Source: an optimization exercise on an open RTL-to-GDS flow (aim: a short achievable clock period and few clock cycles). Production flows keep margins and buffers that such runs may drop. In this exercise RTL edits were held to simulation tests only and were not proved equivalent to the original. Power and IR drop assume default switching activity.

==> inputs of run X <==
Design core, start of the top module:
module core (
    input wire clk,rst,
    output wire [31:0] imem_addr,
    input  wire [31:0] imem_rdata,
    output wire [31:0] dmem_addr,
    output wire [31:0] dmem_wdata,
    output wire [3:0]  dmem_wmask,
    output wire        dmem_we,
    input  wire [31:0] dmem_rdata,
    output wire rvfi_o_valid_0,
    output wire [31:0] rvfi_o_insn_0,
    output wire [4:0] rvfi_o_rd_addr_0,
    output wire [31:0] rvfi_o_rd_wdata_0, rvfi_o_pc_rdata_0,
    output wire [31:0] rvfi_o_pc_wdata_0,rvfi_o_mem_addr_0,
    output wire [3:0] rvfi_o_mem_wmask_0,
    output wire [31:0] rvfi_o_mem_wdata_0
);
Settings: LEC_CHECK=0, CAP_MARGIN=20, CORE_MARGIN=2, CORE_UTILIZATION=40, SLEW_MARGIN=20; clock period 10.0 ns.
standard.sh (not shown) runs the stock make flow with config.mk's settings and CLKGATE_MAP_FILE= SYNTH_SCRIPT=/design/flow/synth_recipe.tcl, a recipe that flattens the netlist after the stock synthesis.
==> flow/flow/run.sh <==
#!/bin/bash
# Own flow: the standard layout (standard.sh: unchanged SDC and synthesis) with
#  - port buffers of a real drive strength (buffer_ports picks a delay cell otherwise);
#  - sizing not limited to cells of the same footprint;
#  - one site of padding around cells in placement, for routability.
set -uo pipefail
bash standard.sh SETUP_SLACK_MARGIN=6.8 TNS_END_PERCENT=30 ABC_CLOCK_PERIOD_IN_PS=2500 \
    MATCH_CELL_FOOTPRINT=0 "BUFFER_PORTS_ARGS=-buffer_cell sky130_fd_sc_hd__buf_8" \
    CELL_PAD_IN_SITES_GLOBAL_PLACEMENT=1 CELL_PAD_IN_SITES_DETAIL_PLACEMENT=1 \
    finish > make_finish.log 2>&1
rc=$?
cp -r orfs/logs flow_logs 2>/dev/null || true
cp -r orfs/reports flow_reports 2>/dev/null || true
exit $rc
==> run F: changes against run X <==
--- a/flow/design.v
+++ b/flow/design.v
@@ -19,19 +19,19 @@
     always @(posedge clk) rst_r <= rst;
     reg  [31:0] pc;
     reg         d_valid;
     reg  [31:0] d_insn, d_pc, d_pc4;
     reg         d_bhit;
     reg  [31:0] d_btgt;
     reg  [31:0] d_rs1_raw, d_rs2_raw;  
     reg  [31:0] d_rs1_oh, d_rs2_oh;    
-    reg  [15:0] bt_v;
-    reg  [5:0]  bt_tag [0:15];
-    reg  [29:0] bt_tgt [0:15];
+    reg  [7:0]  bt_v;
+    reg  [6:0]  bt_tag [0:7];
+    reg  [29:0] bt_tgt [0:7];
     reg         x_valid, x_kill, x_wen, x_load, x_store, x_ctl, x_jalr_slow, x_jalr, x_jal, x_is_pre;
     reg         x_beq, x_bne, x_blt, x_bge, x_bltu, x_bgeu, x_isbr, x_bpt, x_bok;
     reg  [4:0]  x_rd;
     reg  [31:0] x_insn, x_pc, x_pc4, x_a, x_bv, x_rs2v, x_pre, x_tgt, x_btgt;
     reg  [31:0] x_ca, x_cb;        
     reg  [31:0] x_sa;              
     reg  [4:0]  x_shl, x_shr;
     reg         x_op_add, x_op_sub, x_op_slt, x_op_sltu, x_op_xor, x_op_or, x_op_and;
@@ -106,17 +106,17 @@
     wire d_jalr_fast = d_jalr && (d_jb_x || d_jb_m || d_jb_z);
     wire [31:0] d_js_x = x_pre + d_imm_i;
     wire [31:0] d_js_m = m_result + d_imm_i;
     wire [31:0] d_jsum = ({32{d_jb_x}} & d_js_x) | ({32{d_jb_m}} & d_js_m)
                        | ({32{!d_jb_x && !d_jb_m}} & d_imm_i);
     wire [31:0] d_jtgt = {d_jsum[31:1], 1'b0};
     wire d_pred = d_br && d_insn[31];
     wire d_static = d_jal || d_pred || d_jalr_fast;
-    wire d_bok = d_bhit && (d_jal || d_br || d_jalr_fast);
+    wire d_bok = d_bhit && (d_jal || d_br);
     wire d_redirect = d_valid && !d_bok && (d_static || d_bhit);
     wire [31:0] d_rtgt = ({32{!d_static}} & d_pc4) | ({32{d_static && d_jalr}} & d_jtgt)
                        | ({32{d_static && !d_jalr}} & d_pcimm);
     wire d_alu = d_opimm | d_op;
     wire d_sub = d_op && d_insn[30] && d_f3 == 3'b000;
     wire d_op_add  = (d_alu && d_f3 == 3'b000 && !d_sub) | d_load | d_store;
     wire d_op_sll  = d_alu && d_f3 == 3'b001;
     wire d_op_slt  = d_alu && d_f3 == 3'b010;
@@ -150,17 +150,17 @@
     wire x_lt  = $signed(x_ca) < $signed(x_cb);
     wire x_ltu = x_ca < x_cb;
     wire x_taken = (x_beq & x_eq) | (x_bne & !x_eq) | (x_blt & x_lt) | (x_bge & !x_lt)
                  | (x_bltu & x_ltu) | (x_bgeu & !x_ltu);
     wire x_mis   = !x_kill && x_isbr && (x_taken != x_bpt);
     wire [31:0] x_alt = x_bpt ? x_pc4 : x_tgt;
     wire x_js    = !x_kill && x_jalr_slow;
     wire x_bad   = !x_kill && x_bok && (x_btgt[31:2] != x_tgt[31:2]);
-    wire x_to_tgt = x_jal || x_jalr || x_taken;
+    wire x_to_tgt = x_jal || x_taken;
     wire [31:0] x_jtgt = {x_sum[31:1], 1'b0};
     wire x_redirect = x_mis || x_js || x_bad;
     wire [1:0] x_off = x_sum[1:0];
     wire [3:0] x_lanes = (x_size == 2'b00) ? 4'b0001 : (x_size == 2'b01) ? 4'b0011 : 4'b1111;
     wire [3:0] x_wmask = (x_store && !x_kill) ? (x_lanes << x_off) : 4'b0;
     wire [31:0] x_wdata = (x_size == 2'b00) ? {4{x_rs2v[7:0]}} :
                           (x_size == 2'b01) ? {2{x_rs2v[15:0]}} : x_rs2v;
     wire [3:0] x_bsel = (x_size == 2'b10) ? 4'b0001 :
@@ -175,18 +175,18 @@
                         m_b};
     assign m_res2 = m_load ? m_ld : m_result;
     wire [31:0] m_npc = m_jalr ? m_jtgt : m_to_tgt ? m_tgt : m_pc4;
     assign dmem_addr  = m_addr;
     assign dmem_we    = m_store;
     assign dmem_wmask = m_wmask;
     assign dmem_wdata = m_wdata;
     wire [31:0] f_pc4  = pc + 32'd4;
-    wire [3:0]  f_idx  = pc[5:2];
-    wire        f_hit  = bt_v[f_idx] && bt_tag[f_idx] == pc[11:6];
+    wire [2:0]  f_idx  = pc[4:2];
+    wire        f_hit  = bt_v[f_idx] && bt_tag[f_idx] == pc[11:5];
     wire [31:0] f_btgt = {bt_tgt[f_idx], 2'b00};
     wire [31:0] f_next = stall ? pc : d_redirect ? d_rtgt : f_hit ? f_btgt : f_pc4;
     wire [31:0] f_next2 = x_js ? x_jtgt : x_bad ? x_tgt : f_next;
     always @(posedge clk) begin
         if (rst_r) pc <= 32'b0;
         else pc <= x_mis ? x_alt : f_next2;
         begin : rsdec
             reg [31:0] n1, n2;
@@ -209,17 +209,17 @@
         begin : idex
             reg go;
             go = !rst_r && !stall && d_valid;
             x_valid     <= go;
             x_kill      <= x_redirect;
             x_wen       <= go && d_wen;
             x_load      <= go && d_load;
             x_store     <= go && d_store;
-            x_ctl       <= go && (d_jal || d_br || d_jalr_fast);
+            x_ctl       <= go && (d_jal || d_br);
             x_jalr_slow <= go && d_jalr && !d_jalr_fast;
             x_isbr      <= go && d_br;
             x_beq       <= go && d_br && d_f3 == 3'b000;
             x_bne       <= go && d_br && d_f3 == 3'b001;
             x_blt       <= go && d_br && d_f3 == 3'b100;
             x_bge       <= go && d_br && d_f3 == 3'b101;
             x_bltu      <= go && d_br && d_f3 == 3'b110;
             x_bgeu      <= go && d_br && d_f3 == 3'b111;
@@ -293,21 +293,21 @@
         w_insn     <= m_insn;
         w_pc       <= m_pc;
         w_npc      <= m_npc;
         w_maddr    <= (m_load || m_store) ? m_addr : 32'b0;
         w_mwmask   <= m_wmask;
         w_mwdata   <= m_store ? m_wdata : 32'b0;
     end
     always @(posedge clk) begin
-        if (rst_r) bt_v <= 16'b0;
+        if (rst_r) bt_v <= 8'b0;
         else if (m_ctl) begin
-            bt_v[m_pc[5:2]] <= m_to_tgt;
-            bt_tag[m_pc[5:2]] <= m_pc[11:6];
-            bt_tgt[m_pc[5:2]] <= m_tgt[31:2];
+            bt_v[m_pc[4:2]] <= m_to_tgt;
+            bt_tag[m_pc[4:2]] <= m_pc[11:5];
+            bt_tgt[m_pc[4:2]] <= m_tgt[31:2];
         end
     end
     always @(posedge clk) begin
         if (rst_r) rf_v <= 31'b0;
         else rf_v <= rf_v | w_we;
     end
     genvar r;
     generate
==> run Y: changes against run X <==
--- a/flow/design.v
+++ b/flow/design.v
@@ -28,27 +28,28 @@
     reg  [5:0]  bt_tag [0:15];
     reg  [29:0] bt_tgt [0:15];
     reg         x_valid, x_kill, x_wen, x_load, x_store, x_ctl, x_jalr_slow, x_jalr, x_jal, x_is_pre;
     reg         x_beq, x_bne, x_blt, x_bge, x_bltu, x_bgeu, x_isbr, x_bpt, x_bok;
     reg  [4:0]  x_rd;
     reg  [31:0] x_insn, x_pc, x_pc4, x_a, x_bv, x_rs2v, x_pre, x_tgt, x_btgt;
     reg  [31:0] x_ca, x_cb;        
     reg  [31:0] x_sa;              
-    reg  [4:0]  x_shl, x_shr;
+    reg  [4:0]  x_shl, x_shr;      
     reg         x_op_add, x_op_sub, x_op_slt, x_op_sltu, x_op_xor, x_op_or, x_op_and;
     reg         x_op_sll, x_op_srl, x_op_sra;
     reg  [1:0]  x_size;
     reg         m_valid, m_wen, m_load, m_store, m_jalr, m_to_tgt, m_ctl;
     reg  [4:0]  m_rd;
     reg  [31:0] m_result, m_addr, m_wdata, m_insn, m_pc, m_pc4, m_tgt, m_jtgt;
     reg  [3:0]  m_wmask;
     reg  [3:0]  m_bsel;            
     reg         m_hsel0, m_hsel1;  
-    reg         m_word, m_sb, m_sh;
+    reg         m_word, m_fill_b;
+    reg  [3:0]  m_ssel;            
     reg         w_valid, w_wen;
     reg  [4:0]  w_rd, w_rd_tr;
     reg  [31:1] w_we;
     reg  [31:0] w_result, w_rdata_tr, w_insn, w_pc, w_npc, w_maddr, w_mwdata;
     reg  [3:0]  w_mwmask;
     reg  [31:0] rf [1:31];
     reg  [31:1] rf_v;              
     wire [4:0] d_opc = d_insn[6:2];
@@ -79,31 +80,31 @@
     wire [31:0] d_pcimm = ({32{d_jal}} & d_tj) | ({32{!d_jal}} & d_tb);
     wire [31:0] d_pre   = d_lui ? d_imm_u : d_auipc ? d_tu : d_pc4;
     wire x_wen_e  = x_wen && !x_kill;
     wire x_load_e = x_load && !x_kill;
     wire d_x1 = x_wen_e && x_rd == d_rs1;
     wire d_x2 = x_wen_e && x_rd == d_rs2;
     wire d_m1 = m_wen && m_rd == d_rs1;
     wire d_m2 = m_wen && m_rd == d_rs2;
+    wire d_m1l = d_m1 && m_load;
+    wire d_m2l = d_m2 && m_load;
     wire d_w1 = w_wen && w_rd == d_rs1;
     wire d_w2 = w_wen && w_rd == d_rs2;
-    wire [31:0] m_res2;
+    wire [31:0] m_ld;
     reg  [31:0] d_rf1, d_rf2;
     integer k;
     always @(*) begin
         d_rf1 = 32'b0;
         d_rf2 = 32'b0;
         for (k = 1; k < 32; k = k + 1) begin
             d_rf1 = d_rf1 | ({32{d_rs1_oh[k]}} & rf[k]);
             d_rf2 = d_rf2 | ({32{d_rs2_oh[k]}} & rf[k]);
         end
     end
-    wire [31:0] d_rs1e = d_w1 ? w_result : d_rf1;
-    wire [31:0] d_rs2e = d_w2 ? w_result : d_rf2;
     wire stall = d_valid && x_load_e && ((d_use1 && d_x1) || (d_use2 && d_x2));
     wire d_jb_x = d_x1 && x_is_pre;
     wire d_jb_m = !d_x1 && d_m1 && !m_load;
     wire d_jb_z = d_rs1 == 5'd0;
     wire d_jalr_fast = d_jalr && (d_jb_x || d_jb_m || d_jb_z);
     wire [31:0] d_js_x = x_pre + d_imm_i;
     wire [31:0] d_js_m = m_result + d_imm_i;
     wire [31:0] d_jsum = ({32{d_jb_x}} & d_js_x) | ({32{d_jb_m}} & d_js_m)
@@ -122,34 +123,50 @@
     wire d_op_slt  = d_alu && d_f3 == 3'b010;
     wire d_op_sltu = d_alu && d_f3 == 3'b011;
     wire d_op_xor  = d_alu && d_f3 == 3'b100;
     wire d_op_srl  = d_alu && d_f3 == 3'b101 && !d_insn[30];
     wire d_op_sra  = d_alu && d_f3 == 3'b101 && d_insn[30];
     wire d_op_or   = d_alu && d_f3 == 3'b110;
     wire d_op_and  = d_alu && d_f3 == 3'b111;
     wire d_bimm = !(d_op | d_br);
-    wire [31:0] d_bearly = !d_bimm ? d_rs2e : d_store ? d_imm_s : d_imm_i;
+    wire [31:0] d_immv = d_store ? d_imm_s : d_imm_i;
+    wire s1_x  = d_x1;
+    wire s1_ml = !d_x1 && d_m1l;
+    wire s1_ma = !d_x1 && d_m1 && !m_load;
+    wire s1_w  = !d_x1 && !d_m1 && d_w1;
+    wire s1_rf = !d_x1 && !d_m1 && !d_w1;
+    wire s2_x  = d_x2;
+    wire s2_ml = !d_x2 && d_m2l;
+    wire s2_ma = !d_x2 && d_m2 && !m_load;
+    wire s2_w  = !d_x2 && !d_m2 && d_w2;
+    wire s2_rf = !d_x2 && !d_m2 && !d_w2;
+    wire [31:0] d_v1 = ({32{s1_x}} & x_alu) | ({32{s1_ml}} & m_ld) | ({32{s1_ma}} & m_result)
+                     | ({32{s1_w}} & w_result) | ({32{s1_rf}} & d_rf1);
+    wire [31:0] d_v2 = ({32{s2_x}} & x_alu) | ({32{s2_ml}} & m_ld) | ({32{s2_ma}} & m_result)
+                     | ({32{s2_w}} & w_result) | ({32{s2_rf}} & d_rf2);
+    wire [31:0] d_vb = ({32{!d_bimm && s2_x}} & x_alu) | ({32{!d_bimm && s2_ml}} & m_ld)
+                     | ({32{!d_bimm && s2_ma}} & m_result) | ({32{!d_bimm && s2_w}} & w_result)
+                     | ({32{!d_bimm && s2_rf}} & d_rf2) | ({32{d_bimm}} & d_immv);
     wire [31:0] x_sum  = x_a + x_bv;
     wire [31:0] x_diff = x_a - x_bv;
     wire x_slt  = $signed(x_a) < $signed(x_bv);
     wire x_sltu = x_a < x_bv;
     wire [31:0] x_sll = x_sa << x_shl;
-    wire [31:0] x_srl = x_sa >> x_shr;
-    wire [31:0] x_sra = $signed(x_sa) >>> x_shr;
+    wire [32:0] x_srx33 = $signed({x_op_sra & x_sa[31], x_sa}) >>> x_shr;
+    wire [31:0] x_srx = x_srx33[31:0];
     wire [31:0] x_alu = ({32{x_op_add}}  & x_sum)
                       | ({32{x_op_sub}}  & x_diff)
                       | ({32{x_op_slt}}  & {31'b0, x_slt})
                       | ({32{x_op_sltu}} & {31'b0, x_sltu})
                       | ({32{x_op_xor}}  & (x_a ^ x_bv))
                       | ({32{x_op_or}}   & (x_a | x_bv))
                       | ({32{x_op_and}}  & (x_a & x_bv))
                       | ({32{x_op_sll}}  & x_sll)
-                      | ({32{x_op_srl}}  & x_srl)
-                      | ({32{x_op_sra}}  & x_sra)
+                      | ({32{x_op_srl | x_op_sra}} & x_srx)
                       | ({32{x_is_pre}}  & x_pre);
     wire x_eq  = x_ca == x_cb;
     wire x_lt  = $signed(x_ca) < $signed(x_cb);
     wire x_ltu = x_ca < x_cb;
     wire x_taken = (x_beq & x_eq) | (x_bne & !x_eq) | (x_blt & x_lt) | (x_bge & !x_lt)
                  | (x_bltu & x_ltu) | (x_bgeu & !x_ltu);
     wire x_mis   = !x_kill && x_isbr && (x_taken != x_bpt);
     wire [31:0] x_alt = x_bpt ? x_pc4 : x_tgt;
@@ -163,22 +180,21 @@
     wire [3:0] x_wmask = (x_store && !x_kill) ? (x_lanes << x_off) : 4'b0;
     wire [31:0] x_wdata = (x_size == 2'b00) ? {4{x_rs2v[7:0]}} :
                           (x_size == 2'b01) ? {2{x_rs2v[15:0]}} : x_rs2v;
     wire [3:0] x_bsel = (x_size == 2'b10) ? 4'b0001 :
                         (x_size == 2'b01) ? (x_off[1] ? 4'b0100 : 4'b0001) :
                                             (4'b0001 << x_off);
     wire [7:0] m_b = ({8{m_bsel[0]}} & dmem_rdata[7:0])  | ({8{m_bsel[1]}} & dmem_rdata[15:8])
                    | ({8{m_bsel[2]}} & dmem_rdata[23:16]) | ({8{m_bsel[3]}} & dmem_rdata[31:24]);
-    wire [7:0] m_h = ({8{m_hsel0}} & dmem_rdata[15:8]) | ({8{m_hsel1}} & dmem_rdata[31:24]);
-    wire m_fill = (m_sb & m_b[7]) | (m_sh & m_h[7]);
-    wire [31:0] m_ld = {m_word ? dmem_rdata[31:16] : {16{m_fill}},
-                        (m_hsel0 | m_hsel1) ? m_h : {8{m_fill}},
-                        m_b};
-    assign m_res2 = m_load ? m_ld : m_result;
+    wire m_fill = |(m_ssel & {dmem_rdata[31], dmem_rdata[23], dmem_rdata[15], dmem_rdata[7]});
+    wire [7:0] m_h = ({8{m_hsel0}} & dmem_rdata[15:8]) | ({8{m_hsel1}} & dmem_rdata[31:24])
+                   | ({8{m_fill_b}} & {8{m_fill}});
+    assign m_ld = {({16{m_word}} & dmem_rdata[31:16]) | ({16{!m_word}} & {16{m_fill}}), m_h, m_b};
+    wire [31:0] m_res2 = m_load ? m_ld : m_result;
     wire [31:0] m_npc = m_jalr ? m_jtgt : m_to_tgt ? m_tgt : m_pc4;
     assign dmem_addr  = m_addr;
     assign dmem_we    = m_store;
     assign dmem_wmask = m_wmask;
     assign dmem_wdata = m_wdata;
     wire [31:0] f_pc4  = pc + 32'd4;
     wire [3:0]  f_idx  = pc[5:2];
     wire        f_hit  = bt_v[f_idx] && bt_tag[f_idx] == pc[11:6];
@@ -229,29 +245,31 @@
         x_bpt    <= d_bok || d_pred;
         x_jalr   <= d_jalr;
         x_jal    <= d_jal;
         x_is_pre <= d_lui | d_auipc | d_jal | d_jalr;
         x_rd     <= d_rd;
         x_insn   <= d_insn;
         x_pc     <= d_pc;
         x_pc4    <= d_pc4;
-        x_a      <= d_x1 ? x_alu : d_m1 ? m_res2 : d_rs1e;
-        x_rs2v   <= d_x2 ? x_alu : d_m2 ? m_res2 : d_rs2e;
+        x_a      <= d_v1;
+        x_rs2v   <= d_v2;
         if (d_op_sll || d_op_srl || d_op_sra)
-            x_sa <= d_x1 ? x_alu : d_m1 ? m_res2 : d_rs1e;
-        if (d_op_sll)
-            x_shl <= (d_bimm || !d_x2) ? ((d_bimm || !d_m2) ? d_bearly[4:0] : m_res2[4:0]) : x_alu[4:0];
-        if (d_op_srl || d_op_sra)
-            x_shr <= (d_bimm || !d_x2) ? ((d_bimm || !d_m2) ? d_bearly[4:0] : m_res2[4:0]) : x_alu[4:0];
+            x_sa <= d_v1;
+        begin : shamt
+            reg [4:0] a;
+            a = d_vb[4:0];
+            if (d_op_sll) x_shl <= a;
+            if (d_op_srl || d_op_sra) x_shr <= a;
+        end
         if (d_br) begin
-            x_ca <= d_x1 ? x_alu : d_m1 ? m_res2 : d_rs1e;
-            x_cb <= d_x2 ? x_alu : d_m2 ? m_res2 : d_rs2e;
+            x_ca <= d_v1;
+            x_cb <= d_v2;
         end
-        x_bv     <= (d_bimm || !d_x2) ? ((d_bimm || !d_m2) ? d_bearly : m_res2) : x_alu;
+        x_bv     <= d_vb;
         x_pre    <= d_pre;
         x_tgt    <= ({32{d_jalr}} & d_jtgt) | ({32{!d_jalr}} & d_pcimm);
         x_op_add <= d_op_add;
         x_op_sub <= d_sub;
         x_op_sll <= d_op_sll;
         x_op_slt <= d_op_slt;
         x_op_sltu <= d_op_sltu;
         x_op_xor <= d_op_xor;
@@ -276,18 +294,20 @@
         m_jtgt   <= x_jtgt;
         m_jalr   <= x_jalr;
         m_to_tgt <= x_to_tgt;
         m_ctl    <= !rst_r && x_ctl && !x_kill;
         m_bsel   <= x_bsel;
         m_hsel0  <= x_size == 2'b10 || (x_size == 2'b01 && !x_off[1]);
         m_hsel1  <= x_size == 2'b01 && x_off[1];
         m_word   <= x_size == 2'b10;
-        m_sb     <= x_size == 2'b00 && !x_insn[14];
-        m_sh     <= x_size == 2'b01 && !x_insn[14];
+        m_fill_b <= x_size == 2'b00;
+        m_ssel   <= x_insn[14] ? 4'b0000 :
+                    (x_size == 2'b00) ? x_bsel :
+                    (x_size == 2'b01) ? (x_off[1] ? 4'b1000 : 4'b0010) : 4'b0000;
         w_valid    <= !rst_r && m_valid;
         w_wen      <= !rst_r && m_wen;
         w_we       <= (!rst_r && m_wen) ? (31'b1 << (m_rd - 5'd1)) : 31'b0;
         w_rd       <= m_rd;
         w_rd_tr    <= m_wen ? m_rd : 5'd0;
         w_result   <= m_res2;
         w_rdata_tr <= m_wen ? m_res2 : 32'b0;
         w_insn     <= m_insn;
==> run C: changes against run X <==
--- a/flow/design.v
+++ b/flow/design.v
@@ -106,17 +106,17 @@
     wire d_jalr_fast = d_jalr && (d_jb_x || d_jb_m || d_jb_z);
     wire [31:0] d_js_x = x_pre + d_imm_i;
     wire [31:0] d_js_m = m_result + d_imm_i;
     wire [31:0] d_jsum = ({32{d_jb_x}} & d_js_x) | ({32{d_jb_m}} & d_js_m)
                        | ({32{!d_jb_x && !d_jb_m}} & d_imm_i);
     wire [31:0] d_jtgt = {d_jsum[31:1], 1'b0};
     wire d_pred = d_br && d_insn[31];
     wire d_static = d_jal || d_pred || d_jalr_fast;
-    wire d_bok = d_bhit && (d_jal || d_br || d_jalr_fast);
+    wire d_bok = d_bhit && (d_jal || d_br);
     wire d_redirect = d_valid && !d_bok && (d_static || d_bhit);
     wire [31:0] d_rtgt = ({32{!d_static}} & d_pc4) | ({32{d_static && d_jalr}} & d_jtgt)
                        | ({32{d_static && !d_jalr}} & d_pcimm);
     wire d_alu = d_opimm | d_op;
     wire d_sub = d_op && d_insn[30] && d_f3 == 3'b000;
     wire d_op_add  = (d_alu && d_f3 == 3'b000 && !d_sub) | d_load | d_store;
     wire d_op_sll  = d_alu && d_f3 == 3'b001;
     wire d_op_slt  = d_alu && d_f3 == 3'b010;
@@ -150,17 +150,17 @@
     wire x_lt  = $signed(x_ca) < $signed(x_cb);
     wire x_ltu = x_ca < x_cb;
     wire x_taken = (x_beq & x_eq) | (x_bne & !x_eq) | (x_blt & x_lt) | (x_bge & !x_lt)
                  | (x_bltu & x_ltu) | (x_bgeu & !x_ltu);
     wire x_mis   = !x_kill && x_isbr && (x_taken != x_bpt);
     wire [31:0] x_alt = x_bpt ? x_pc4 : x_tgt;
     wire x_js    = !x_kill && x_jalr_slow;
     wire x_bad   = !x_kill && x_bok && (x_btgt[31:2] != x_tgt[31:2]);
-    wire x_to_tgt = x_jal || x_jalr || x_taken;
+    wire x_to_tgt = x_jal || x_taken;
     wire [31:0] x_jtgt = {x_sum[31:1], 1'b0};
     wire x_redirect = x_mis || x_js || x_bad;
     wire [1:0] x_off = x_sum[1:0];
     wire [3:0] x_lanes = (x_size == 2'b00) ? 4'b0001 : (x_size == 2'b01) ? 4'b0011 : 4'b1111;
     wire [3:0] x_wmask = (x_store && !x_kill) ? (x_lanes << x_off) : 4'b0;
     wire [31:0] x_wdata = (x_size == 2'b00) ? {4{x_rs2v[7:0]}} :
                           (x_size == 2'b01) ? {2{x_rs2v[15:0]}} : x_rs2v;
     wire [3:0] x_bsel = (x_size == 2'b10) ? 4'b0001 :
@@ -209,17 +209,17 @@
         begin : idex
             reg go;
             go = !rst_r && !stall && d_valid;
             x_valid     <= go;
             x_kill      <= x_redirect;
             x_wen       <= go && d_wen;
             x_load      <= go && d_load;
             x_store     <= go && d_store;
-            x_ctl       <= go && (d_jal || d_br || d_jalr_fast);
+            x_ctl       <= go && (d_jal || d_br);
             x_jalr_slow <= go && d_jalr && !d_jalr_fast;
             x_isbr      <= go && d_br;
             x_beq       <= go && d_br && d_f3 == 3'b000;
             x_bne       <= go && d_br && d_f3 == 3'b001;
             x_blt       <= go && d_br && d_f3 == 3'b100;
             x_bge       <= go && d_br && d_f3 == 3'b101;
             x_bltu      <= go && d_br && d_f3 == 3'b110;
             x_bgeu      <= go && d_br && d_f3 == 3'b111;
==> comparison <==
Run C went through all stages and came out clean. Run F completed with no timing, DRC or antenna violations. Run X went through all stages and came out clean. Run Y finished with timing, DRC and antenna clean. Of run X and run C, run X has the higher sequential share of layout area (gap 0.29 points). Global-route usage, highest first: run F, run Y, run X, run C. Between run F and run X, the lower cell count is in run F (gap 5.4%, measured against run X). Utilization: run Y > run F > run C > run X. Combinational power: run X is higher than run C (about 10%). In run X the clock skew is higher than in run Y, by 8.3 ps. In run F the via count is lower than in run X, by about 4.7%.
Testbench counts of run X, summed over its fixed seeds: cycles 39,914.
Testbench counts of run F, summed over its fixed seeds: cycles 40,599.
Testbench counts of run Y, summed over its fixed seeds: cycles 39,914.
Testbench counts of run C, summed over its fixed seeds: cycles 40,325.

==> what the ideal ports hide <==
The flow's constraints put no driver on any port. The routed layouts listed below were extracted and timed again, unchanged, in two steps.
Step 1: set_driving_cell puts a clkbuf_16 on clk and a buf_2 on each other input, an assumption about the parent block.
Step 2 times the ports against the registers' clock, not the clock port: input delays grow and output delays shrink by t, the midpoint of the rising clock arrivals with the driver on.
Slacks: ideal ports / drivers / drivers and shift; pairs: ideal ports / drivers.
| run | shift t [ns] | setup slack, ns | hold WS [ns] | clock arrival spread, ns | cell pins on the clock port's net |
|---|---|---|---|---|---|
| run X | 1.014 | 5.994 / 5.994 / 5.328 | 0.308 / 0.308 / 0.308 | 0.087 / 0.087 | 1 |
| run F | 1.002 | 6.181 / 6.181 / 5.348 | 0.313 / 0.313 / 0.313 | 0.090 / 0.089 | 1 |
| run Y | 1.025 | 6.267 / 6.267 / 5.479 | 0.290 / 0.290 / 0.290 | 0.078 / 0.078 | 1 |
| run C | 1.040 | 5.982 / 5.982 / 5.386 | 0.321 / 0.321 / 0.321 | 0.080 / 0.081 | 1 |
After both steps every run listed still meets setup and hold. The setup slack of run F, which loses most, moves by 0.000 ns with the drivers and by -0.833 ns with both steps.
